This design comes from an exercise in tuning for small area on the open sky130 flow, not from production work.
Only simulation tests tie the RTL to the original design; equivalence was not proved.

`flow/standard.sh`:
```
#!/bin/bash
# synth_recipe.tcl (not shown) runs the flow's synth.tcl, then flattens the netlist and writes it again
# the make line also repeats each setting of config.mk as NAME=value (left out here)
make -C /OpenROAD-flow-scripts/flow DESIGN_CONFIG=/design/flow/config.mk WORK_HOME=/design/flow/orfs CLKGATE_MAP_FILE= SYNTH_SCRIPT=/design/flow/synth_recipe.tcl "${@:-finish}"
```
`flow/flow/run.sh`:
```
#!/bin/bash
# Layout flow: the standard layout (standard.sh) with two changes:
#  - after the standard synthesis, fa_polarity.py picks the polarity of each
#    full adder so that fewer inverters sit between adders (the registers and
#    all other cells stay as synthesis made them);
#  - the port buffers are the smallest buffer cell.
# Each step's output goes to a log of its own here; the tools' own logs are
# under orfs/logs.
set -euo pipefail
export BUFFER_PORTS_ARGS="-buffer_cell sky130_fd_sc_hd__buf_1"
R=orfs/results/${FLOW_PLATFORM}/lsort_detect/base
bash standard.sh synth > flow_synth.log 2>&1
cp $R/1_2_yosys.v flow_yosys_standard.v
python3 flow/fa_polarity.py flow_yosys_standard.v $R/1_2_yosys.new.v > flow_fa_polarity.log 2>&1
# the edited netlist is newer than 1_synth.odb, so make rebuilds it from there
mv $R/1_2_yosys.new.v $R/1_2_yosys.v
bash standard.sh finish > flow_finish.log 2>&1
```
`flow/constraint.sdc`:
```
create_clock -name core_clock -period 14.0 [get_ports {clk}]
set_input_delay 2.8000 -clock core_clock [delete_from_list [all_inputs] [get_ports {clk}]]
set_output_delay 2.8000 -clock core_clock [all_outputs]
set_load 0.01 [all_outputs]
```
`flow/flow/fa_polarity.py`:
```
#!/usr/bin/env python3
"""Removes inverters around full adders in a Yosys gate-level netlist.

Yosys's extract_fa gives each full adder the polarity it finds first, so
chains of adders often pass through inverters. A full adder is self-dual:
FA(~a, ~b, ~c) = (~sum, ~carry), so each adder may take either polarity.
This pass folds the netlist's inverters into signal polarities, chooses the
polarity of every adder by local search to need the fewest inverters, and
writes the netlist back with one inverter per signal that some sink needs
inverted. Registers and all other cells are left as they are.

usage: fa_polarity.py IN.v OUT.v
"""
import random
import re
import sys

INV = "sky130_fd_sc_hd__inv_1"
OUT_PINS = {"X", "Y", "Q", "Q_N", "SUM", "COUT", "HI", "LO"}


def parse(text):
    m = re.search(r"^\s*module\s+(\S+)\s*\((.*?)\);", text, re.S | re.M)
    head_end = m.end()
    body_end = text.rindex("endmodule")
    body = text[head_end:body_end]
    items = []
    cell_re = re.compile(
        r"\s*(\S+)\s+(\\\S+\s|\S+)\s*\(\s*((?:\.\w+\([^()]*\)\s*,?\s*)*)\);", re.S)
    stmts = re.findall(r"[^;]*;", body, re.S)
    for s in stmts:
        cm = cell_re.fullmatch(s)
        if cm and cm.group(1).startswith("sky130_"):
            pins = [[p, n.strip()] for p, n in re.findall(r"\.(\w+)\(([^()]*)\)", cm.group(3))]
            items.append(["cell", cm.group(1), cm.group(2).strip(), pins])
        else:
            items.append(["text", s])
    tail = body[sum(len(x) for x in stmts):]
    return text[:head_end], items, tail, text[body_end:]


def run(src, dst, iters=300000, seed=1):
    text = open(src).read()
    head, items, tail, end = parse(text)
    cells = [it for it in items if it[0] == "cell"]

    # nets that assigns or ports name keep their driver and value
    fixed_text = " ".join(it[1] for it in items
                          if it[0] == "text" and it[1].strip().startswith("assign")) + head
    names = set(re.findall(r"\\\S+|[A-Za-z_][\w$]*", fixed_text))

    def fixed(n):
        return n in names or n.split("[")[0] in names

    def is_inv(c):
        return re.fullmatch(r"sky130_fd_sc_hd__inv_\d+", c[1]) is not None

    def is_fa(c):
        return re.fullmatch(r"sky130_fd_sc_hd__fa_\d+", c[1]) is not None

    drv = {}
    for c in cells:
        for p, n in c[3]:
            if p in OUT_PINS:
                drv[n] = c
    # foldable inverters: those whose output net is not fixed
    fold = set()
    for c in cells:
        if is_inv(c) and not fixed(dict(c[3])["Y"]):
            fold.add(id(c))

    def base(n):
        pol = 0
        seen = 0
        while n in drv and id(drv[n]) in fold and seen < 100:
            n = dict(drv[n][3])["A"]
            pol ^= 1
            seen += 1
        return n, pol

    fas = [c for c in cells if is_fa(c)]
    fa_index = {id(c): i for i, c in enumerate(fas)}
    # requirements: signal -> list of (adder index or -1, polarity)
    req = {}
    for c in cells:
        if id(c) in fold:
            continue
        fi = fa_index.get(id(c), -1)
        for p, n in c[3]:
            if p in OUT_PINS:
                continue
            s, pol = base(n)
            req.setdefault(s, []).append((fi, pol))
    for c in cells:
        if id(c) in fold:
            continue
        for p, n in c[3]:
            if p in OUT_PINS and fixed(n):
                req.setdefault(n, []).append((-1, 0))
    src_fa = {}
    for c in fas:
        for p, n in c[3]:
            if p in ("SUM", "COUT"):
                src_fa[n] = fa_index[id(c)]
    sigs = list(req)
    sig_id = {s: i for i, s in enumerate(sigs)}
    touch = [[] for _ in fas]
    for s in sigs:
        if s in src_fa:
            touch[src_fa[s]].append(sig_id[s])
        for fi, _ in req[s]:
            if fi >= 0:
                touch[fi].append(sig_id[s])
    touch = [sorted(set(t)) for t in touch]
    x = [0] * len(fas)

    def cost(si):
        s = sigs[si]
        pi = x[src_fa[s]] if s in src_fa else 0
        for fi, pol in req[s]:
            if (pol ^ (x[fi] if fi >= 0 else 0)) != pi:
                return 1
        return 0

    cur = [cost(i) for i in range(len(sigs))]
    total0 = sum(cur)
    total = total0
    best = total
    best_x = list(x)
    rng = random.Random(seed)
    for it in range(iters if fas else 0):
        temp = max(0.05, 1.0 - it / (0.8 * iters))
        f = rng.randrange(len(fas))
        x[f] ^= 1
        new = [(si, cost(si)) for si in touch[f]]
        delta = sum(c for _, c in new) - sum(cur[si] for si in touch[f])
        if delta <= 0 or rng.random() < pow(2.718281828, -delta / temp):
            for si, c in new:
                cur[si] = c
            total += delta
            if total < best:
                best = total
                best_x = list(x)
        else:
            x[f] ^= 1
    x = best_x

    # rebuild: one inverter per signal that some sink needs inverted
    inv_net = {}
    new_cells = []
    for s in sigs:
        pi = x[src_fa[s]] if s in src_fa else 0
        if any((pol ^ (x[fi] if fi >= 0 else 0)) != pi for fi, pol in req[s]):
            m = f"fapol_n{len(inv_net)}"
            inv_net[s] = m
            new_cells.append(["cell", INV, f"fapol_i{len(inv_net)}", [["A", s], ["Y", m]]])
    for c in cells:
        if id(c) in fold:
            continue
        fi = fa_index.get(id(c), -1)
        for pn in c[3]:
            p, n = pn
            if p in OUT_PINS:
                continue
            s, pol = base(n)
            want = pol ^ (x[fi] if fi >= 0 else 0)
            pi = x[src_fa[s]] if s in src_fa else 0
            pn[1] = s if want == pi else inv_net[s]
    for c in cells:
        if id(c) in fold:
            c[1] = None
    out = [head]
    out.append("".join(f"\n  wire {w};" for w in sorted(inv_net.values())))
    esc = chr(92)
    for it in items + new_cells:
        if it[0] == "text":
            out.append(it[1])
        elif it[1] is not None:
            conns = ",\n".join(f"    .{p}({n}{' ' if n.startswith(esc) else ''})"
                               for p, n in it[3])
            name = it[2] + (" " if it[2].startswith(esc) else "")
            out.append(f"\n  {it[1]} {name} (\n{conns}\n  );")
    out.append(tail)
    out.append(end)
    open(dst, "w").write("".join(out))
    print(f"fa_polarity: {len(fas)} adders, {len(fold)} inverters folded, "
          f"{len(inv_net)} placed ({total0} before the search)")


if __name__ == "__main__":
    run(sys.argv[1], sys.argv[2])
```
`flow/design.v`:
```
module lsd_filter (
    input  [11:0] x,
    input  [11:0] s1,
    input  [11:0] s2,
    output [11:0] d
);
  wire f0, f1, f2, f3, f4, f5, f6, f7;
  wire f8, f9, f10, f11, f12, f13, f14, f15;
  wire f16, f17, f18, f19, f20, f21, f22, f23;
  wire f24, f25, f26, f27, f28, f29, f30, f31;
  wire f32, f33, f34, f35, f36, f37, f38, f39;
  wire f40, f41, f42, f43, f44, f45, f46, f47;
  wire f48, f49, f50, f51, f52, f53, f54, f55;
  wire f56, f57, f58, f59, f60, f61, f62, f63;
  wire f64, f65, f66, f67, f68, f69, f70, f71;
  wire f72, f73, f74, f75, f76, f77, f78, f79;
  wire f80, f81, f82, f83, f84, f85, f86, f87;
  wire f88, f89, f90, f91, f92, f93, f94, f95;
  wire f96, f97, f98, f99, f100, f101, f102, f103;
  wire f104, f105, f106, f107, f108, f109, f110, f111;
  wire f112, f113, f114, f115, f116, f117, f118, f119;
  wire f120, f121, f122, f123, f124, f125, f126, f127;
  wire f128, f129, f130, f131, f132, f133, f134, f135;
  wire f136, f137, f138, f139, f140, f141, f142, f143;
  wire f144, f145, f146, f147, f148, f149, f150, f151;
  wire f152, f153, f154, f155, f156, f157, f158, f159;
  wire f160, f161, f162, f163, f164, f165, f166, f167;
  wire f168, f169, f170, f171, f172, f173, f174, f175;
  wire f176, f177, f178, f179, f180, f181, f182, f183;
  wire f184, f185, f186, f187, f188, f189, f190, f191;
  wire f192, f193, f194, f195, f196, f197, f198, f199;
  wire f200, f201, f202, f203, f204, f205, f206, f207;
  wire f208, f209, f210, f211, f212, f213, f214, f215;
  wire f216, f217;
  assign f0 = s1[1] ^ ~s2[0] ^ ~s2[1];
  assign f1 = (s1[1] & ~s2[0]) | (s1[1] & ~s2[1]) | (~s2[0] & ~s2[1]);
  assign f2 = s1[0] ^ s1[2] ^ ~s2[1];
  assign f3 = (s1[0] & s1[2]) | (s1[0] & ~s2[1]) | (s1[2] & ~s2[1]);
  assign f4 = s1[0] ^ s1[1] ^ s1[3];
  assign f5 = (s1[0] & s1[1]) | (s1[0] & s1[3]) | (s1[1] & s1[3]);
  assign f6 = s1[1] ^ s1[2] ^ s1[4];
  assign f7 = (s1[1] & s1[2]) | (s1[1] & s1[4]) | (s1[2] & s1[4]);
  assign f8 = s1[2] ^ s1[3] ^ s1[5];
  assign f9 = (s1[2] & s1[3]) | (s1[2] & s1[5]) | (s1[3] & s1[5]);
  assign f10 = s1[3] ^ s1[4] ^ s1[6];
  assign f11 = (s1[3] & s1[4]) | (s1[3] & s1[6]) | (s1[4] & s1[6]);
  assign f12 = ~s2[0] ^ ~s2[5] ^ ~s2[6];
  assign f13 = (~s2[0] & ~s2[5]) | (~s2[0] & ~s2[6]) | (~s2[5] & ~s2[6]);
  assign f14 = s1[0] ^ s1[4] ^ s1[5];
  assign f15 = (s1[0] & s1[4]) | (s1[0] & s1[5]) | (s1[4] & s1[5]);
  assign f16 = s1[7] ^ ~s2[0] ^ ~s2[1];
  assign f17 = (s1[7] & ~s2[0]) | (s1[7] & ~s2[1]) | (~s2[0] & ~s2[1]);
  assign f18 = ~(~s2[6] ^ ~s2[7]);
  assign f19 = ~s2[6] | ~s2[7];
  assign f20 = s1[1] ^ s1[5] ^ s1[6];
  assign f21 = (s1[1] & s1[5]) | (s1[1] & s1[6]) | (s1[5] & s1[6]);
  assign f22 = s1[8] ^ ~s2[1] ^ ~s2[2];
  assign f23 = (s1[8] & ~s2[1]) | (s1[8] & ~s2[2]) | (~s2[1] & ~s2[2]);
  assign f24 = s1[2] ^ s1[6] ^ s1[7];
  assign f25 = (s1[2] & s1[6]) | (s1[2] & s1[7]) | (s1[6] & s1[7]);
  assign f26 = s1[9] ^ ~s2[2] ^ ~s2[3];
  assign f27 = (s1[9] & ~s2[2]) | (s1[9] & ~s2[3]) | (~s2[2] & ~s2[3]);
  assign f28 = s1[0] ^ s1[3] ^ s1[7];
  assign f29 = (s1[0] & s1[3]) | (s1[0] & s1[7]) | (s1[3] & s1[7]);
  assign f30 = s1[8] ^ s1[10] ^ ~s2[3];
  assign f31 = (s1[8] & s1[10]) | (s1[8] & ~s2[3]) | (s1[10] & ~s2[3]);
  assign f32 = ~s2[4] ^ ~s2[9] ^ ~s2[10];
  assign f33 = (~s2[4] & ~s2[9]) | (~s2[4] & ~s2[10]) | (~s2[9] & ~s2[10]);
  assign f34 = s1[1] ^ s1[4] ^ s1[8];
  assign f35 = (s1[1] & s1[4]) | (s1[1] & s1[8]) | (s1[4] & s1[8]);
  assign f36 = s1[9] ^ ~s1[11] ^ ~s2[4];
  assign f37 = (s1[9] & ~s1[11]) | (s1[9] & ~s2[4]) | (~s1[11] & ~s2[4]);
  assign f38 = ~s2[5] ^ ~s2[10] ^ s2[11];
  assign f39 = (~s2[5] & ~s2[10]) | (~s2[5] & s2[11]) | (~s2[10] & s2[11]);
  assign f40 = s1[2] ^ s1[5] ^ s1[9];
  assign f41 = (s1[2] & s1[5]) | (s1[2] & s1[9]) | (s1[5] & s1[9]);
  assign f42 = s1[10] ^ ~s2[5] ^ ~s2[6];
  assign f43 = (s1[10] & ~s2[5]) | (s1[10] & ~s2[6]) | (~s2[5] & ~s2[6]);
  assign f44 = s1[3] ^ s1[6] ^ s1[10];
  assign f45 = (s1[3] & s1[6]) | (s1[3] & s1[10]) | (s1[6] & s1[10]);
  assign f46 = ~s1[11] ^ ~s2[6] ^ ~s2[7];
  assign f47 = (~s1[11] & ~s2[6]) | (~s1[11] & ~s2[7]) | (~s2[6] & ~s2[7]);
  assign f48 = s1[4] ^ s1[7] ^ ~s1[11];
  assign f49 = (s1[4] & s1[7]) | (s1[4] & ~s1[11]) | (s1[7] & ~s1[11]);
  assign f50 = s1[5] ^ s1[8] ^ ~s2[8];
  assign f51 = (s1[5] & s1[8]) | (s1[5] & ~s2[8]) | (s1[8] & ~s2[8]);
  assign f52 = s1[6] ^ s1[9] ^ ~s2[9];
  assign f53 = (s1[6] & s1[9]) | (s1[6] & ~s2[9]) | (s1[9] & ~s2[9]);
  assign f54 = s1[7] ^ s1[10] ^ ~s2[10];
  assign f55 = (s1[7] & s1[10]) | (s1[7] & ~s2[10]) | (s1[10] & ~s2[10]);
  assign f56 = s1[8] ^ ~s1[11] ^ s2[11];
  assign f57 = (s1[8] & ~s1[11]) | (s1[8] & s2[11]) | (~s1[11] & s2[11]);
  assign f58 = f1 ^ f2 ^ ~s2[2];
  assign f59 = (f1 & f2) | (f1 & ~s2[2]) | (f2 & ~s2[2]);
  assign f60 = f3 ^ f4 ^ ~s2[2];
  assign f61 = (f3 & f4) | (f3 & ~s2[2]) | (f4 & ~s2[2]);
  assign f62 = f5 ^ f6 ^ ~s2[3];
  assign f63 = (f5 & f6) | (f5 & ~s2[3]) | (f6 & ~s2[3]);
  assign f64 = f7 ^ f8 ^ ~s2[4];
  assign f65 = (f7 & f8) | (f7 & ~s2[4]) | (f8 & ~s2[4]);
  assign f66 = f9 ^ f10 ^ f12;
  assign f67 = (f9 & f10) | (f9 & f12) | (f10 & f12);
  assign f68 = f11 ^ f13 ^ f14;
  assign f69 = (f11 & f13) | (f11 & f14) | (f13 & f14);
  assign f70 = f15 ^ f17 ^ f19;
  assign f71 = (f15 & f17) | (f15 & f19) | (f17 & f19);
  assign f72 = f20 ^ f22 ^ ~s2[7];
  assign f73 = (f20 & f22) | (f20 & ~s2[7]) | (f22 & ~s2[7]);
  assign f74 = f21 ^ f23 ^ f24;
  assign f75 = (f21 & f23) | (f21 & f24) | (f23 & f24);
  assign f76 = f26 ^ ~s2[8] ^ ~s2[9];
  assign f77 = (f26 & ~s2[8]) | (f26 & ~s2[9]) | (~s2[8] & ~s2[9]);
  assign f78 = f25 ^ f27 ^ f28;
  assign f79 = (f25 & f27) | (f25 & f28) | (f27 & f28);
  assign f80 = f29 ^ f31 ^ f33;
  assign f81 = (f29 & f31) | (f29 & f33) | (f31 & f33);
  assign f82 = f34 ^ f36 ^ f38;
  assign f83 = (f34 & f36) | (f34 & f38) | (f36 & f38);
  assign f84 = f35 ^ f37 ^ f39;
  assign f85 = (f35 & f37) | (f35 & f39) | (f37 & f39);
  assign f86 = f40 ^ f42 ^ s2[11];
  assign f87 = (f40 & f42) | (f40 & s2[11]) | (f42 & s2[11]);
  assign f88 = f41 ^ f43 ^ f44;
  assign f89 = (f41 & f43) | (f41 & f44) | (f43 & f44);
  assign f90 = f45 ^ f47 ^ f48;
  assign f91 = (f45 & f47) | (f45 & f48) | (f47 & f48);
  assign f92 = f49 ^ f50 ^ ~s2[9];
  assign f93 = (f49 & f50) | (f49 & ~s2[9]) | (f50 & ~s2[9]);
  assign f94 = f51 ^ f52 ^ ~s2[10];
  assign f95 = (f51 & f52) | (f51 & ~s2[10]) | (f52 & ~s2[10]);
  assign f96 = f53 ^ f54 ^ s2[11];
  assign f97 = (f53 & f54) | (f53 & s2[11]) | (f54 & s2[11]);
  assign f98 = ~(f55 ^ f56);
  assign f99 = f55 | f56;
  assign f100 = f59 ^ f60 ^ ~s2[3];
  assign f101 = (f59 & f60) | (f59 & ~s2[3]) | (f60 & ~s2[3]);
  assign f102 = f61 ^ f62 ^ ~s2[4];
  assign f103 = (f61 & f62) | (f61 & ~s2[4]) | (f62 & ~s2[4]);
  assign f104 = f63 ^ f64 ^ ~s2[5];
  assign f105 = (f63 & f64) | (f63 & ~s2[5]) | (f64 & ~s2[5]);
  assign f106 = ~(f65 ^ f66);
  assign f107 = f65 | f66;
  assign f108 = f67 ^ f68 ^ f16;
  assign f109 = (f67 & f68) | (f67 & f16) | (f68 & f16);
  assign f110 = f69 ^ f70 ^ f72;
  assign f111 = (f69 & f70) | (f69 & f72) | (f70 & f72);
  assign f112 = f71 ^ f73 ^ f74;
  assign f113 = (f71 & f73) | (f71 & f74) | (f73 & f74);
  assign f114 = f75 ^ f77 ^ f78;
  assign f115 = (f75 & f77) | (f75 & f78) | (f77 & f78);
  assign f116 = f30 ^ f32 ^ x[0];
  assign f117 = (f30 & f32) | (f30 & x[0]) | (f32 & x[0]);
  assign f118 = f79 ^ f80 ^ f82;
  assign f119 = (f79 & f80) | (f79 & f82) | (f80 & f82);
  assign f120 = f81 ^ f83 ^ f84;
  assign f121 = (f81 & f83) | (f81 & f84) | (f83 & f84);
  assign f122 = f85 ^ f87 ^ f88;
  assign f123 = (f85 & f87) | (f85 & f88) | (f87 & f88);
  assign f124 = f89 ^ f90 ^ ~s2[7];
  assign f125 = (f89 & f90) | (f89 & ~s2[7]) | (f90 & ~s2[7]);
  assign f126 = f91 ^ f92 ^ x[5];
  assign f127 = (f91 & f92) | (f91 & x[5]) | (f92 & x[5]);
  assign f128 = f93 ^ f94 ^ x[6];
  assign f129 = (f93 & f94) | (f93 & x[6]) | (f94 & x[6]);
  assign f130 = f95 ^ f96 ^ x[7];
  assign f131 = (f95 & f96) | (f95 & x[7]) | (f96 & x[7]);
  assign f132 = f97 ^ f98 ^ x[8];
  assign f133 = (f97 & f98) | (f97 & x[8]) | (f98 & x[8]);
  assign f134 = f99 ^ f57 ^ s1[9];
  assign f135 = (f99 & f57) | (f99 & s1[9]) | (f57 & s1[9]);
  assign f136 = ~(s1[10] ^ x[10]);
  assign f137 = s1[10] | x[10];
  assign f138 = ~(~s1[11] ^ ~x[11]);
  assign f139 = ~s1[11] | ~x[11];
  assign f140 = f107 ^ f108 ^ f18;
  assign f141 = (f107 & f108) | (f107 & f18) | (f108 & f18);
  assign f142 = f109 ^ f110 ^ ~s2[8];
  assign f143 = (f109 & f110) | (f109 & ~s2[8]) | (f110 & ~s2[8]);
  assign f144 = f111 ^ f112 ^ f76;
  assign f145 = (f111 & f112) | (f111 & f76) | (f112 & f76);
  assign f146 = f113 ^ f114 ^ f116;
  assign f147 = (f113 & f114) | (f113 & f116) | (f114 & f116);
  assign f148 = f115 ^ f117 ^ f118;
  assign f149 = (f115 & f117) | (f115 & f118) | (f117 & f118);
  assign f150 = f119 ^ f120 ^ f86;
  assign f151 = (f119 & f120) | (f119 & f86) | (f120 & f86);
  assign f152 = f121 ^ f122 ^ f46;
  assign f153 = (f121 & f122) | (f121 & f46) | (f122 & f46);
  assign f154 = f123 ^ f124 ^ ~s2[8];
  assign f155 = (f123 & f124) | (f123 & ~s2[8]) | (f124 & ~s2[8]);
  assign f156 = ~(f125 ^ f126);
  assign f157 = f125 | f126;
  assign f158 = ~(f127 ^ f128);
  assign f159 = f127 | f128;
  assign f160 = f133 ^ f134 ^ x[9];
  assign f161 = (f133 & f134) | (f133 & x[9]) | (f134 & x[9]);
  assign f162 = f145 ^ f146 ^ x[11];
  assign f163 = (f145 & f146) | (f145 & x[11]) | (f146 & x[11]);
  assign f164 = f147 ^ f148 ^ x[1];
  assign f165 = (f147 & f148) | (f147 & x[1]) | (f148 & x[1]);
  assign f166 = f149 ^ f150 ^ x[2];
  assign f167 = (f149 & f150) | (f149 & x[2]) | (f150 & x[2]);
  assign f168 = f151 ^ f152 ^ x[3];
  assign f169 = (f151 & f152) | (f151 & x[3]) | (f152 & x[3]);
  assign f170 = f153 ^ f154 ^ x[4];
  assign f171 = (f153 & f154) | (f153 & x[4]) | (f154 & x[4]);
  assign f172 = f159 ^ f129 ^ f130;
  assign f173 = (f159 & f129) | (f159 & f130) | (f129 & f130);
  assign f174 = f161 ^ f135 ^ f136;
  assign f175 = (f161 & f135) | (f161 & f136) | (f135 & f136);
  assign f176 = f171 ^ f155 ^ f156;
  assign f177 = (f171 & f155) | (f171 & f156) | (f155 & f156);
  assign f178 = f173 ^ f131 ^ f132;
  assign f179 = (f173 & f131) | (f173 & f132) | (f131 & f132);
  assign f180 = f175 ^ f137 ^ f138;
  assign f181 = (f175 & f137) | (f175 & f138) | (f137 & f138);
  assign f182 = f177 ^ f157 ^ f158;
  assign f183 = (f177 & f157) | (f177 & f158) | (f157 & f158);
  assign f184 = (s1[0] & ~s2[0]) | (s1[0] & ~x[11]) | (~s2[0] & ~x[11]);
  assign f185 = (f0 & 1'b1) | (f0 & f184) | (1'b1 & f184);
  assign f186 = f58 & f185;
  assign f187 = f100 & f186;
  assign f188 = (f101 & f102) | (f101 & f187) | (f102 & f187);
  assign f189 = (f103 & f104) | (f103 & f188) | (f104 & f188);
  assign f190 = (f105 & f106) | (f105 & f189) | (f106 & f189);
  assign f191 = f140 & f190;
  assign f192 = (f141 & f142) | (f141 & f191) | (f142 & f191);
  assign f193 = (f143 & f144) | (f143 & f192) | (f144 & f192);
  assign f194 = f162 ^ f193;
  assign f195 = f162 & f193;
  assign f196 = f163 ^ f164 ^ f195;
  assign f197 = (f163 & f164) | (f163 & f195) | (f164 & f195);
  assign f198 = f165 ^ f166 ^ f197;
  assign f199 = (f165 & f166) | (f165 & f197) | (f166 & f197);
  assign f200 = f167 ^ f168 ^ f199;
  assign f201 = (f167 & f168) | (f167 & f199) | (f168 & f199);
  assign f202 = f169 ^ f170 ^ f201;
  assign f203 = (f169 & f170) | (f169 & f201) | (f170 & f201);
  assign f204 = f176 ^ f203;
  assign f205 = f176 & f203;
  assign f206 = f182 ^ f205;
  assign f207 = f182 & f205;
  assign f208 = f183 ^ f172 ^ f207;
  assign f209 = (f183 & f172) | (f183 & f207) | (f172 & f207);
  assign f210 = f178 ^ f209;
  assign f211 = f178 & f209;
  assign f212 = f179 ^ f160 ^ f211;
  assign f213 = (f179 & f160) | (f179 & f211) | (f160 & f211);
  assign f214 = f174 ^ f213;
  assign f215 = f174 & f213;
  assign f216 = f180 ^ f215;
  assign f217 = f180 & f215;
  assign d = {f216, f214, f212, f210, f208, f206, f204, f202, f200, f198, f196, f194};
endmodule
module lsd_mag (
    input  [11:0] d,
    input  [11:0] s2,
    output [11:0] y,
    output [10:0] u
);
  wire m0, m1, m2, m3, m4, m5, m6, m7;
  wire m8, m9, m10, m11, m12, m13, m14, m15;
  wire m16, m17, m18, m19, m20, m21, m22, m23;
  wire m24, m25, m26, m27, m28, m29, m30, m31;
  wire m32, m33, m34, m35, m36, m37, m38, m39;
  wire m40, m41, m42, m43, m44, m45, m46, m47;
  wire m48, m49, m50, m51, m52, m53, m54, m55;
  wire m56, m57, m58, m59, m60, m61, m62, m63;
  wire m64, m65, m66, m67, m68, m69, m70, m71;
  wire m72, m73, m74, m75, m76, m77, m78, m79;
  wire m80, m81, m82, m83, m84, m85, m86, m87;
  wire m88, m89, m90, m91, m92, m93, m94, m95;
  wire m96, m97, m98, m99, m100, m101, m102, m103;
  wire m104, m105, m106, m107, m108, m109, m110, m111;
  wire m112, m113, m114, m115, m116, m117, m118, m119;
  wire m120, m121, m122, m123, m124, m125, m126, m127;
  wire m128, m129, m130, m131, m132, m133, m134, m135;
  wire m136, m137, m138, m139, m140, m141, m142, m143;
  wire m144, m145, m146;
  assign m0 = ~(d[0] ^ ~s2[0]);
  assign m1 = d[0] | ~s2[0];
  assign m2 = m1 ^ d[1] ^ ~s2[1];
  assign m3 = (m1 & d[1]) | (m1 & ~s2[1]) | (d[1] & ~s2[1]);
  assign m4 = m3 ^ d[2] ^ ~s2[2];
  assign m5 = (m3 & d[2]) | (m3 & ~s2[2]) | (d[2] & ~s2[2]);
  assign m6 = m5 ^ d[3] ^ ~s2[3];
  assign m7 = (m5 & d[3]) | (m5 & ~s2[3]) | (d[3] & ~s2[3]);
  assign m8 = m7 ^ d[4] ^ ~s2[4];
  assign m9 = (m7 & d[4]) | (m7 & ~s2[4]) | (d[4] & ~s2[4]);
  assign m10 = m9 ^ d[5] ^ ~s2[5];
  assign m11 = (m9 & d[5]) | (m9 & ~s2[5]) | (d[5] & ~s2[5]);
  assign m12 = m11 ^ d[6] ^ ~s2[6];
  assign m13 = (m11 & d[6]) | (m11 & ~s2[6]) | (d[6] & ~s2[6]);
  assign m14 = m13 ^ d[7] ^ ~s2[7];
  assign m15 = (m13 & d[7]) | (m13 & ~s2[7]) | (d[7] & ~s2[7]);
  assign m16 = m15 ^ d[8] ^ ~s2[8];
  assign m17 = (m15 & d[8]) | (m15 & ~s2[8]) | (d[8] & ~s2[8]);
  assign m18 = m17 ^ d[9] ^ ~s2[9];
  assign m19 = (m17 & d[9]) | (m17 & ~s2[9]) | (d[9] & ~s2[9]);
  assign m20 = m19 ^ d[10] ^ ~s2[10];
  assign m21 = (m19 & d[10]) | (m19 & ~s2[10]) | (d[10] & ~s2[10]);
  assign m22 = m21 ^ ~d[11] ^ s2[11];
  assign m23 = (m21 & ~d[11]) | (m21 & s2[11]) | (~d[11] & s2[11]);
  assign m24 = m23 ^ 1'b1;
  assign m25 = m23 & 1'b1;
  assign m26 = ~m0 ^ m4 ^ ~m12;
  assign m27 = (~m0 & m4) | (~m0 & ~m12) | (m4 & ~m12);
  assign m28 = ~m2 ^ m6 ^ ~m14;
  assign m29 = (~m2 & m6) | (~m2 & ~m14) | (m6 & ~m14);
  assign m30 = m0 ^ ~m4 ^ m8;
  assign m31 = (m0 & ~m4) | (m0 & m8) | (~m4 & m8);
  assign m32 = m2 ^ ~m6 ^ m10;
  assign m33 = (m2 & ~m6) | (m2 & m10) | (~m6 & m10);
  assign m34 = m4 ^ ~m8 ^ m12;
  assign m35 = (m4 & ~m8) | (m4 & m12) | (~m8 & m12);
  assign m36 = m6 ^ ~m10 ^ m14;
  assign m37 = (m6 & ~m10) | (m6 & m14) | (~m10 & m14);
  assign m38 = m8 ^ ~m12 ^ m16;
  assign m39 = (m8 & ~m12) | (m8 & m16) | (~m12 & m16);
  assign m40 = m10 ^ ~m14 ^ m18;
  assign m41 = (m10 & ~m14) | (m10 & m18) | (~m14 & m18);
  assign m42 = m12 ^ ~m16 ^ m20;
  assign m43 = (m12 & ~m16) | (m12 & m20) | (~m16 & m20);
  assign m44 = m14 ^ ~m18 ^ m22;
  assign m45 = (m14 & ~m18) | (m14 & m22) | (~m18 & m22);
  assign m46 = m16 ^ ~m20 ^ ~m24;
  assign m47 = (m16 & ~m20) | (m16 & ~m24) | (~m20 & ~m24);
  assign m48 = ~(m18 ^ ~m22);
  assign m49 = m18 | ~m22;
  assign m50 = m29 ^ m30 ^ ~m16;
  assign m51 = (m29 & m30) | (m29 & ~m16) | (m30 & ~m16);
  assign m52 = m31 ^ m32 ^ ~m18;
  assign m53 = (m31 & m32) | (m31 & ~m18) | (m32 & ~m18);
  assign m54 = m33 ^ m34 ^ ~m20;
  assign m55 = (m33 & m34) | (m33 & ~m20) | (m34 & ~m20);
  assign m56 = m35 ^ m36 ^ ~m22;
  assign m57 = (m35 & m36) | (m35 & ~m22) | (m36 & ~m22);
  assign m58 = m37 ^ m38 ^ m24;
  assign m59 = (m37 & m38) | (m37 & m24) | (m38 & m24);
  assign m60 = ~(m39 ^ m40);
  assign m61 = m39 | m40;
  assign m62 = ~(m41 ^ m42);
  assign m63 = m41 | m42;
  assign m64 = ~(m43 ^ m44);
  assign m65 = m43 | m44;
  assign m66 = m49 ^ m20 ^ m24;
  assign m67 = (m49 & m20) | (m49 & m24) | (m20 & m24);
  assign m68 = ~(m57 ^ m58);
  assign m69 = m57 | m58;
  assign m70 = m65 ^ m45 ^ m46;
  assign m71 = (m65 & m45) | (m65 & m46) | (m45 & m46);
  assign m72 = ~(m67 ^ m22);
  assign m73 = m67 | m22;
  assign m74 = m69 ^ m59 ^ m60;
  assign m75 = (m69 & m59) | (m69 & m60) | (m59 & m60);
  assign m76 = m71 ^ m47 ^ m48;
  assign m77 = (m71 & m47) | (m71 & m48) | (m47 & m48);
  assign m78 = m75 ^ m61 ^ m62;
  assign m79 = (m75 & m61) | (m75 & m62) | (m61 & m62);
  assign m80 = m79 ^ m63 ^ m64;
  assign m81 = (m79 & m63) | (m79 & m64) | (m63 & m64);
  assign m82 = ~m0 & 1'b1;
  assign m83 = ~m2 & m82;
  assign m84 = ~m4 & m83;
  assign m85 = ~m6 & m84;
  assign m86 = (m0 & ~m8) | (m0 & m85) | (~m8 & m85);
  assign m87 = (m2 & ~m10) | (m2 & m86) | (~m10 & m86);
  assign m88 = (m26 & 1'b1) | (m26 & m87) | (1'b1 & m87);
  assign m89 = (m27 & m28) | (m27 & m88) | (m28 & m88);
  assign m90 = m50 & m89;
  assign m91 = m51 ^ m52 ^ m90;
  assign m92 = (m51 & m52) | (m51 & m90) | (m52 & m90);
  assign m93 = m53 ^ m54 ^ m92;
  assign m94 = (m53 & m54) | (m53 & m92) | (m54 & m92);
  assign m95 = m55 ^ m56 ^ m94;
  assign m96 = (m55 & m56) | (m55 & m94) | (m56 & m94);
  assign m97 = m68 ^ m96;
  assign m98 = m68 & m96;
  assign m99 = m74 ^ m98;
  assign m100 = m74 & m98;
  assign m101 = m78 ^ m100;
  assign m102 = m78 & m100;
  assign m103 = m80 ^ m102;
  assign m104 = m80 & m102;
  assign m105 = m81 ^ m70 ^ m104;
  assign m106 = (m81 & m70) | (m81 & m104) | (m70 & m104);
  assign m107 = m76 ^ m106;
  assign m108 = m76 & m106;
  assign m109 = m77 ^ m66 ^ m108;
  assign m110 = (m77 & m66) | (m77 & m108) | (m66 & m108);
  assign m111 = m72 ^ m110;
  assign m112 = m72 & m110;
  assign m113 = m73 ^ ~m24 ^ m112;
  assign m114 = (m73 & ~m24) | (m73 & m112) | (~m24 & m112);
  assign m115 = m91 ^ m113;
  assign m116 = m115 ^ m113;
  assign m117 = m115 & m113;
  assign m118 = m93 ^ m113;
  assign m119 = m118 ^ m117;
  assign m120 = m118 & m117;
  assign m121 = m95 ^ m113;
  assign m122 = m121 ^ m120;
  assign m123 = m121 & m120;
  assign m124 = m97 ^ m113;
  assign m125 = m124 ^ m123;
  assign m126 = m124 & m123;
  assign m127 = m99 ^ m113;
  assign m128 = m127 ^ m126;
  assign m129 = m127 & m126;
  assign m130 = m101 ^ m113;
  assign m131 = m130 ^ m129;
  assign m132 = m130 & m129;
  assign m133 = m103 ^ m113;
  assign m134 = m133 ^ m132;
  assign m135 = m133 & m132;
  assign m136 = m105 ^ m113;
  assign m137 = m136 ^ m135;
  assign m138 = m136 & m135;
  assign m139 = m107 ^ m113;
  assign m140 = m139 ^ m138;
  assign m141 = m139 & m138;
  assign m142 = m109 ^ m113;
  assign m143 = m142 ^ m141;
  assign m144 = m142 & m141;
  assign m145 = m111 ^ m113;
  assign m146 = m145 ^ m144;
  assign u = {m146, m143, m140, m137, m134, m131, m128, m125, m122, m119, m116};
  assign y = {m113, m111, m109, m107, m105, m103, m101, m99, m97, m95, m93, m91};
endmodule
module lsd_radix (
    input  [23:0] c,
    input  [23:0] v,
    input  [3:0] kc,
    output bit1,
    output [23:0] co,
    output [3:0] kco
);
  wire r0, r1, r2, r3, r4, r5, r6, r7;
  wire r8, r9, r10, r11, r12, r13, r14, r15;
  wire r16, r17, r18, r19, r20, r21, r22, r23;
  wire r24, r25, r26, r27, r28, r29, r30, r31;
  wire r32, r33, r34, r35, r36, r37, r38, r39;
  wire r40, r41, r42, r43, r44, r45, r46, r47;
  wire r48, r49, r50, r51, r52, r53, r54, r55;
  wire r56, r57, r58, r59, r60, r61, r62, r63;
  wire r64, r65, r66, r67, r68, r69, r70;
  assign r0 = c[0] & ~v[0];
  assign r1 = c[1] & ~v[1];
  assign r2 = c[2] & ~v[2];
  assign r3 = c[3] & ~v[3];
  assign r4 = c[4] & ~v[4];
  assign r5 = c[5] & ~v[5];
  assign r6 = c[6] & ~v[6];
  assign r7 = c[7] & ~v[7];
  assign r8 = c[8] & ~v[8];
  assign r9 = c[9] & ~v[9];
  assign r10 = c[10] & ~v[10];
  assign r11 = c[11] & ~v[11];
  assign r12 = c[12] & ~v[12];
  assign r13 = c[13] & ~v[13];
  assign r14 = c[14] & ~v[14];
  assign r15 = c[15] & ~v[15];
  assign r16 = c[16] & ~v[16];
  assign r17 = c[17] & ~v[17];
  assign r18 = c[18] & ~v[18];
  assign r19 = c[19] & ~v[19];
  assign r20 = c[20] & ~v[20];
  assign r21 = c[21] & ~v[21];
  assign r22 = c[22] & ~v[22];
  assign r23 = c[23] & ~v[23];
  assign r24 = r0 ^ r1 ^ r2;
  assign r25 = (r0 & r1) | (r0 & r2) | (r1 & r2);
  assign r26 = r3 ^ r4 ^ r5;
  assign r27 = (r3 & r4) | (r3 & r5) | (r4 & r5);
  assign r28 = r6 ^ r7 ^ r8;
  assign r29 = (r6 & r7) | (r6 & r8) | (r7 & r8);
  assign r30 = r9 ^ r10 ^ r11;
  assign r31 = (r9 & r10) | (r9 & r11) | (r10 & r11);
  assign r32 = r12 ^ r13 ^ r14;
  assign r33 = (r12 & r13) | (r12 & r14) | (r13 & r14);
  assign r34 = r15 ^ r16 ^ r17;
  assign r35 = (r15 & r16) | (r15 & r17) | (r16 & r17);
  assign r36 = r18 ^ r19 ^ r20;
  assign r37 = (r18 & r19) | (r18 & r20) | (r19 & r20);
  assign r38 = r21 ^ r22 ^ r23;
  assign r39 = (r21 & r22) | (r21 & r23) | (r22 & r23);
  assign r40 = r24 ^ r26 ^ r28;
  assign r41 = (r24 & r26) | (r24 & r28) | (r26 & r28);
  assign r42 = r30 ^ r32 ^ r34;
  assign r43 = (r30 & r32) | (r30 & r34) | (r32 & r34);
  assign r44 = r25 ^ r27 ^ r29;
  assign r45 = (r25 & r27) | (r25 & r29) | (r27 & r29);
  assign r46 = r31 ^ r33 ^ r35;
  assign r47 = (r31 & r33) | (r31 & r35) | (r33 & r35);
  assign r48 = r40 ^ r42 ^ r36;
  assign r49 = (r40 & r42) | (r40 & r36) | (r42 & r36);
  assign r50 = r41 ^ r43 ^ r44;
  assign r51 = (r41 & r43) | (r41 & r44) | (r43 & r44);
  assign r52 = r46 ^ r37 ^ r39;
  assign r53 = (r46 & r37) | (r46 & r39) | (r37 & r39);
  assign r54 = r45 ^ r47 ^ kc[2];
  assign r55 = (r45 & r47) | (r45 & kc[2]) | (r47 & kc[2]);
  assign r56 = r48 ^ r38 ^ kc[0];
  assign r57 = (r48 & r38) | (r48 & kc[0]) | (r38 & kc[0]);
  assign r58 = r49 ^ r50 ^ r52;
  assign r59 = (r49 & r50) | (r49 & r52) | (r50 & r52);
  assign r60 = r51 ^ r53 ^ r54;
  assign r61 = (r51 & r53) | (r51 & r54) | (r53 & r54);
  assign r62 = r57 ^ r58 ^ kc[1];
  assign r63 = (r57 & r58) | (r57 & kc[1]) | (r58 & kc[1]);
  assign r64 = r61 ^ r55 ^ kc[3];
  assign r65 = (r61 & r55) | (r61 & kc[3]) | (r55 & kc[3]);
  assign r66 = r63 ^ r59 ^ r60;
  assign r67 = (r63 & r59) | (r63 & r60) | (r59 & r60);
  assign r68 = r67 ^ r64;
  assign r69 = r67 & r64;
  assign r70 = (1'b0 & r62 & r66 & (r67 | r64)) | (1'b0 & r66 & (r67 | r64)) | (1'b0 & (r67 | r64)) | ((r67 & r64));
  assign bit1 = ~(r70 | r65);
  assign kco = bit1 ? {r68, r66, r62, r56} : kc;
  assign co = bit1 ? (c & v) : (c & ~v);
endmodule
module lsd_pop (
    input  [22:0] z,
    output [4:0] cnt
);
  wire p0, p1, p2, p3, p4, p5, p6, p7;
  wire p8, p9, p10, p11, p12, p13, p14, p15;
  wire p16, p17, p18, p19, p20, p21, p22, p23;
  wire p24, p25, p26, p27, p28, p29, p30, p31;
  wire p32, p33, p34, p35, p36, p37, p38, p39;
  wire p40, p41, p42, p43;
  assign p0 = z[0] ^ z[1] ^ z[2];
  assign p1 = (z[0] & z[1]) | (z[0] & z[2]) | (z[1] & z[2]);
  assign p2 = z[3] ^ z[4] ^ z[5];
  assign p3 = (z[3] & z[4]) | (z[3] & z[5]) | (z[4] & z[5]);
  assign p4 = z[6] ^ z[7] ^ z[8];
  assign p5 = (z[6] & z[7]) | (z[6] & z[8]) | (z[7] & z[8]);
  assign p6 = z[9] ^ z[10] ^ z[11];
  assign p7 = (z[9] & z[10]) | (z[9] & z[11]) | (z[10] & z[11]);
  assign p8 = z[12] ^ z[13] ^ z[14];
  assign p9 = (z[12] & z[13]) | (z[12] & z[14]) | (z[13] & z[14]);
  assign p10 = z[15] ^ z[16] ^ z[17];
  assign p11 = (z[15] & z[16]) | (z[15] & z[17]) | (z[16] & z[17]);
  assign p12 = z[18] ^ z[19] ^ z[20];
  assign p13 = (z[18] & z[19]) | (z[18] & z[20]) | (z[19] & z[20]);
  assign p14 = ~(z[21] ^ z[22]);
  assign p15 = z[21] | z[22];
  assign p16 = p0 ^ p2 ^ p4;
  assign p17 = (p0 & p2) | (p0 & p4) | (p2 & p4);
  assign p18 = p6 ^ p8 ^ p10;
  assign p19 = (p6 & p8) | (p6 & p10) | (p8 & p10);
  assign p20 = p1 ^ p3 ^ p5;
  assign p21 = (p1 & p3) | (p1 & p5) | (p3 & p5);
  assign p22 = p7 ^ p9 ^ p11;
  assign p23 = (p7 & p9) | (p7 & p11) | (p9 & p11);
  assign p24 = ~(p13 ^ p15);
  assign p25 = p13 | p15;
  assign p26 = p16 ^ p18 ^ p12;
  assign p27 = (p16 & p18) | (p16 & p12) | (p18 & p12);
  assign p28 = p17 ^ p19 ^ p20;
  assign p29 = (p17 & p19) | (p17 & p20) | (p19 & p20);
  assign p30 = p21 ^ p23 ^ p25;
  assign p31 = (p21 & p23) | (p21 & p25) | (p23 & p25);
  assign p32 = p27 ^ p28 ^ p22;
  assign p33 = (p27 & p28) | (p27 & p22) | (p28 & p22);
  assign p34 = p33 ^ p29 ^ p30;
  assign p35 = (p33 & p29) | (p33 & p30) | (p29 & p30);
  assign p36 = p26 ^ p14;
  assign p37 = p26 & p14;
  assign p38 = p32 ^ p24 ^ p37;
  assign p39 = (p32 & p24) | (p32 & p37) | (p24 & p37);
  assign p40 = p34 ^ p39;
  assign p41 = p34 & p39;
  assign p42 = p35 ^ p31 ^ p41;
  assign p43 = (p35 & p31) | (p35 & p41) | (p31 & p41);
  assign cnt = {p43, p42, p40, p38, p36};
endmodule
`timescale 1ns / 1ps
module lsort_detect (
    input               clk,
    input               rst_n,
    input               in_valid,
    input        [ 1:0] in_channel,
    input        [11:0] in_data,
    output logic        out_valid,
    output logic [ 1:0] out_channel,
    output logic [10:0] out_data,
    output logic        out_spike,
    output logic [38:0] out_time
);
  localparam int NS = 24;   
  localparam int NB1 = 4;   
  logic [1:0] ph;
  always_ff @(posedge clk or negedge rst_n)
    if (!rst_n) ph <= 2'd0;
    else ph <= ph + 2'd1;
  logic [1:0] dly;
  logic [3:1] ev;
  logic [11:0] ed1, ed2, ed3;
  assign dly = in_channel - ph;
  always_ff @(posedge clk or negedge rst_n)
    if (!rst_n) ev <= '0;
    else begin
      ev[1] <= in_valid && dly == 2'd3;
      ev[2] <= ev[1] || (in_valid && dly == 2'd2);
      ev[3] <= ev[2] || (in_valid && dly == 2'd1);
    end
  always_ff @(posedge clk) begin
    ed1 <= in_data;
    ed2 <= (in_valid && dly == 2'd2) ? in_data : ed1;
    ed3 <= (in_valid && dly == 2'd1) ? in_data : ed2;
  end
  logic pv;
  logic [11:0] x;
  assign pv = ev[3] || (in_valid && dly == 2'd0);
  assign x  = ev[3] ? ed3 : in_data;
  logic [23:0] flt0, flt1, flt2, flt3;   
  logic seen3;
  always_ff @(posedge clk or negedge rst_n)
    if (!rst_n) seen3 <= 1'b0;
    else if (pv && ph == 2'd3) seen3 <= 1'b1;
  logic [11:0] s1, s2, d;
  assign s1 = seen3 ? flt3[23:12] : 12'd0;
  assign s2 = seen3 ? flt3[11:0] : 12'd0;
  lsd_filter u_filter (
      .x (x),
      .s1(s1),
      .s2(s2),
      .d (d)
  );
  logic v1;
  logic [11:0] s2o;
  always_ff @(posedge clk or negedge rst_n)
    if (!rst_n) v1 <= 1'b0;
    else v1 <= pv;
  always_ff @(posedge clk) begin
    flt0 <= pv ? {d, s1} : flt3;
    flt1 <= flt0;
    flt2 <= flt1;
    flt3 <= flt2;
    s2o  <= s2;
  end
  logic [10:0] u;
  logic [11:0] y;
  logic [5:0] g;
  lsd_mag u_mag (
      .d (flt0[23:12]),
      .s2(s2o),
      .y (y),
      .u (u)
  );
  always_comb
    if (y[11]) g = (&y[10:6]) ? ~y[5:0] : 6'd63;
    else if (y[10:6] != 0) g = 6'd63;
    else g = (y[5:0] == 0) ? 6'd0 : y[5:0] - 6'd1;
  logic [NS-1:0][5:0] win0, win1, win2, win3;   
  always_ff @(posedge clk) begin
    win0[0] <= v1 ? g : win3[0];
    for (int j = 1; j < NS - 1; j++) win0[j] <= v1 ? win3[j-1] : win3[j];
    win0[NS-1] <= win3[NS-2];
    win1 <= win0;
    win2 <= win1;
    win3 <= win2;
  end
  logic [4:0] fill;
  always_ff @(posedge clk or negedge rst_n)
    if (!rst_n) fill <= '0;
    else if (v1 && ph == 2'd0 && fill != 5'd24) fill <= fill + 5'd1;
  logic [NS-1:1] z1;
  logic [4:0] cnt1;
  always_comb for (int j = 1; j < NS; j++) z1[j] = (5'(j) <= fill) && !win3[j-1][5];
  lsd_pop u_pop (
      .z  (z1),
      .cnt(cnt1)
  );
  logic v2;
  logic [10:0] u2;
  logic [4:0] cnt1_q;
  always_ff @(posedge clk or negedge rst_n)
    if (!rst_n) v2 <= 1'b0;
    else v2 <= v1;
  always_ff @(posedge clk) begin
    u2 <= u;
    cnt1_q <= cnt1;
  end
  logic is3;
  logic [NS-1:0] vld;   
  assign is3 = (ph == 2'd1);
  always_comb for (int j = 0; j < NS; j++) vld[j] = 5'(j) + {4'd0, is3} <= fill;
  logic [5:0][NS-1:0] vb0, vb1;   
  always_comb
    for (int b = 0; b < 6; b++)
      for (int j = 0; j < NS; j++) begin
        vb0[b][j] = win0[j][b];
        vb1[b][j] = win1[j][b];
      end
  logic [6:0][NS-1:0] cand;
  logic [6:0][3:0] kc;
  logic [5:0] mb;
  logic [NS-1:0] cand_q;
  logic [3:0] kc_q;
  logic [5:0] mb_q;
  logic [4:0] s1c;
  assign s1c = cnt1_q + {4'd0, !win0[0][5]};
  assign mb[5] = s1c < 5'd16;
  assign kc[1] = mb[5] ? s1c[3:0] : 4'd3;
  assign cand[1] = mb[5] ? (vld & vb0[5]) : (vld & ~vb0[5]);
  genvar i;
  generate
    for (i = 1; i < 6; i++) begin : gen_step
      logic [NS-1:0] ci;
      logic [3:0] ki;
      if (i == NB1) begin : gen_m2
        assign ci = cand_q;
        assign ki = kc_q;
      end else begin : gen_m1
        assign ci = cand[i];
        assign ki = kc[i];
      end
      lsd_radix u_radix (
          .c   (ci),
          .v   (i < NB1 ? vb0[5-i] : vb1[5-i]),
          .kc  (ki),
          .bit1(mb[5-i]),
          .co  (cand[i+1]),
          .kco (kc[i+1])
      );
    end
  endgenerate
  logic v3;
  logic [10:0] u3;
  always_ff @(posedge clk or negedge rst_n)
    if (!rst_n) v3 <= 1'b0;
    else v3 <= v2;
  always_ff @(posedge clk) begin
    u3 <= u2;
    cand_q <= cand[NB1];
    kc_q <= kc[NB1];
    mb_q <= mb;
  end
  logic [5:0] med, q;
  always_comb
    for (int b = 0; b < 6; b++) med[b] = (b >= 6 - NB1) ? mb_q[b] : mb[b];
  assign q = u3[10:5] - {5'd0, u3[4:0] == 5'd0};
  assign out_valid = v3;
  assign out_data  = u3;
  assign out_spike = (u3 != 11'd0) && (q > med);
  logic [40:0] cnt, cnt_carry;
  assign {out_time, out_channel} = cnt;
  always_comb begin
    cnt_carry[0] = v3;
    for (int b = 1; b < 41; b++) cnt_carry[b] = cnt_carry[b-1] & cnt[b-1];
  end
  always_ff @(posedge clk or negedge rst_n)
    if (!rst_n) cnt <= '0;
    else cnt <= cnt ^ cnt_carry;
endmodule
```
`flow/config.mk`:
```
export PLATFORM = sky130hd
export DESIGN_NAME = lsort_detect
export DESIGN_NICKNAME = lsort_detect
export VERILOG_FILES = /design/flow/design.v
export SDC_FILE = /design/flow/constraint.sdc
export NUM_CORES = 4
export LEC_CHECK = 0
export CAP_MARGIN = 20
export CORE_MARGIN = 2
export CORE_UTILIZATION = 40
export CTS_CLUSTER_DIAMETER = 100
export CTS_CLUSTER_SIZE = 30
export SLEW_MARGIN = 20
```
==> qor.tcl <==
set qor(antenna_violating_nets_post_route) 0
set qor(cpLargestDelayFamily) {adder cells}
set qor(routability_congestion_estimate_from_global_placement) 0.8687
set qor(setup_viol) 0
set qor(cts_num_sinks) 818
set qor(post_synth_inst_count) 2182
set qor(cp_num_buf_inv) 8
set qor(cts_tree) {built}
set qor(final.hold.worst_slack_ps) 314.9
set qor(largest_net_degree_at_the_start_of_global_routing) 69
set qor(cpPeakStageDelay_ps) 590
set qor(floorplan.die.height_um) 278.1
set qor(grt_pass1_vias) 16460
set qor(drt_first_pass_iters) 5
set qor(drtIter0Drc) 792
set qor(finalWirelength_um) 56430
set qor(syn_area_per_cell_um2) 13.78
set qor(final.period_utilization) 0.9628
set qor(num_rows) 100
set qor(synth_warnings) 1
set qor(post-route-min-period_ps) 13480
set qor(slew_headroom) 0.3498
set qor(final_max_slew_viol_count) 0
set qor(area_occupied_by_multi_input_gates_um2) 12760
set qor(grt_first_pass_wirelength_um) 91490
set qor(clk_path_buf_depth) 3
set qor(cp_data_required_time_ps) 14540
set qor(coreArea_um2) 74450
set qor(tritoncts.num_buffers) 36
set qor(drv_cap) 0
set qor(cp_slowest_cell) {fa_2}
set qor(cts_max_level) 2
set qor(initial_utilization) 0.4038
set qor(ctsHoldBuffers) 0
set qor(placed_cells) 3227
set qor(max_slew.worst_pin.slew_ps) 975.3
set qor(dpl.hpwl_um) 42710
set qor(leftover_overflow_at_the_end_of_global_routing) 0
set qor(initial_antenna_violation_count) 1
set qor(grtUsageTotal) 0.1498
set qor(remaining_drc_errors) 0
set qor(die_width_um) 278.1
set qor(syn_nets) 2558
set qor(io_buffers) 70
set qor(largest_fanout_on_the_critical_path) 8
set qor(status) {complete, no violations}
set qor(wl_per_instance_um) 17.13
set qor(grt_setup_unrepaired) {false}
set qor(detailed_place.area_um2) 31770
set qor(layout.filler_cells) 6707
set qor(layout-area-overhead-vs-synth_pct) 10.56
set qor(crit_path_frequent_cell) {fa_1}
set qor(clock_root_buffer_master) {clkbuf_16}
set qor(critical_path.startpoint_type) {flip-flop}
set qor(critPathArrivalTime_ps) 14020
set qor(seqCellArea_um2) 16650
set qor(hold_violations) 0
set qor(final_layout_size_suffix_gt1_frac) 0.1621
set qor(final_design_area_no_fill_um2) 33230
set qor(design.die.area_um2) 77360
set qor(max_freq_mhz) 74.19
set qor(critical_path_class) {flip-flop to flip-flop}
set qor(clkTransAtPathRegs_ps) 120
set qor(fin_worst_skew_ps) 42.28
set qor(insertedDiodeCount) 0
set qor(finalNonFillerCells) 3295
set qor(post_syn_area_um2) 30060
set qor(pin_count) 71
set qor(nNetsFinal) 2686
set qor(worst_setup_path_end_kind) {flip-flop}
set qor(viasPerCell) 4.619
set qor(clk-insertion-delay-late_ps) 600
set qor(via_count) 15220
set qor(min_path_type) {flip-flop to flip-flop}
path summary, 6_finish.rpt:
path / depth (start not counted) / to / slack (ps) / start
max: 47 / cand_q[15] / 520 / win0[5]
max reg2reg: 47 / cand_q[15] / 520 / win0[5]
min: 0 / win3[77] / 310 / win2[77]
min in group asynchronous: 2 / ev[1] / 2330 / rst_n
max in group asynchronous: 2 / v1 / 11130 / rst_n
min reg2reg: 0 / win3[77] / 310 / win2[77]
routing by layer:
layer | wire length, µm | vias up | part of all wire | track usage
met4 | 1238 | 0 | 0.022 | 0.03798
li1 | - | 7281 | - | -
met5 | 0 | - | 0 | 0
met2 | 27520 | 160 | 0.49 | 0.2559
met3 | 1523 | 67 | 0.027 | 0.01805
met1 | 26150 | 7711 | 0.46 | 0.2023
registers in the layout (all words and copies together) (netlist names), 24 cells and up:
signal	cells
flt0	24
win1	140
flt2	24
win2	138
flt3	24
flt1	24
win3	138
win0	144
cnt	41
cand_q	24
cell type report:
cell class | instances | area share
timing repair buffer | 141 | 0.02534
inverter | 172 | 0.01943
clock buffer | 44 | 0.02831
clock inverter | 10 | 0.005459
multi-input combinational | 1141 | 0.3839
tap | 969 | 0.03648
sequential | 818 | 0.5011
cell usage in the layout (no fill, tap or decap), types with 10 or more instances in the layout:
master,count
nor2_1,41
nand3_1,11
nand2b_1,17
nor4_1,10
o21ai_0,37
fa_2,10
nand3b_1,25
mux2_2,178
dfxtp_1,763
nor3_1,14
ha_1,102
a21oi_1,29
xnor2_1,101
nor2b_1,30
buf_4,68
nand2_1,78
fa_1,243
clkbuf_16,36
xor2_1,36
nor3b_1,19
buf_1,69
inv_1,169
dfrtp_1,54
metrics by stage:
stage	setup slack (ps)	TNS, ps	util
after CTS	3.618	0	0.4429
final	521.2	0	0.4464
after global routing	4.281	0	0.4464
after floorplan	50.83	0	-
after detailed placement	-423.7	-7660	0.4267
after global placement	89.75	0	0.4267
timing repair:
item	4_1_cts	5_1_grt
resized for setup	9	41
endpoints found under the setup margin	28	29
pin swaps	2	17
gates cloned	1	0
setup buffers	3	9

separate check: timing with driven ports:
In the flow no input, the clock included, has a driving cell. The finished layout below was timed again as built, in two steps. Step 1, drivers: a clkbuf_16 drives clk and a buf_2 each remaining input, both assumed. Step 2, shift: input delay + t, output delay - t, t = (earliest + latest rising clock arrival at the registers) / 2. This alone moves slack from input paths to output paths. Slacks: no drivers / after step 1 / after step 2; pairs: no drivers / after step 1.
t (ns): 0.633
slack for setup (ns): 0.521 / 0.521 / 0.521
worst register clock-pin slew, ns: 0.12 / 0.12
After both steps this run still meets setup and hold. For this run, drivers alone change the setup slack by 0.000 ns; drivers and shift together by 0.000 ns.
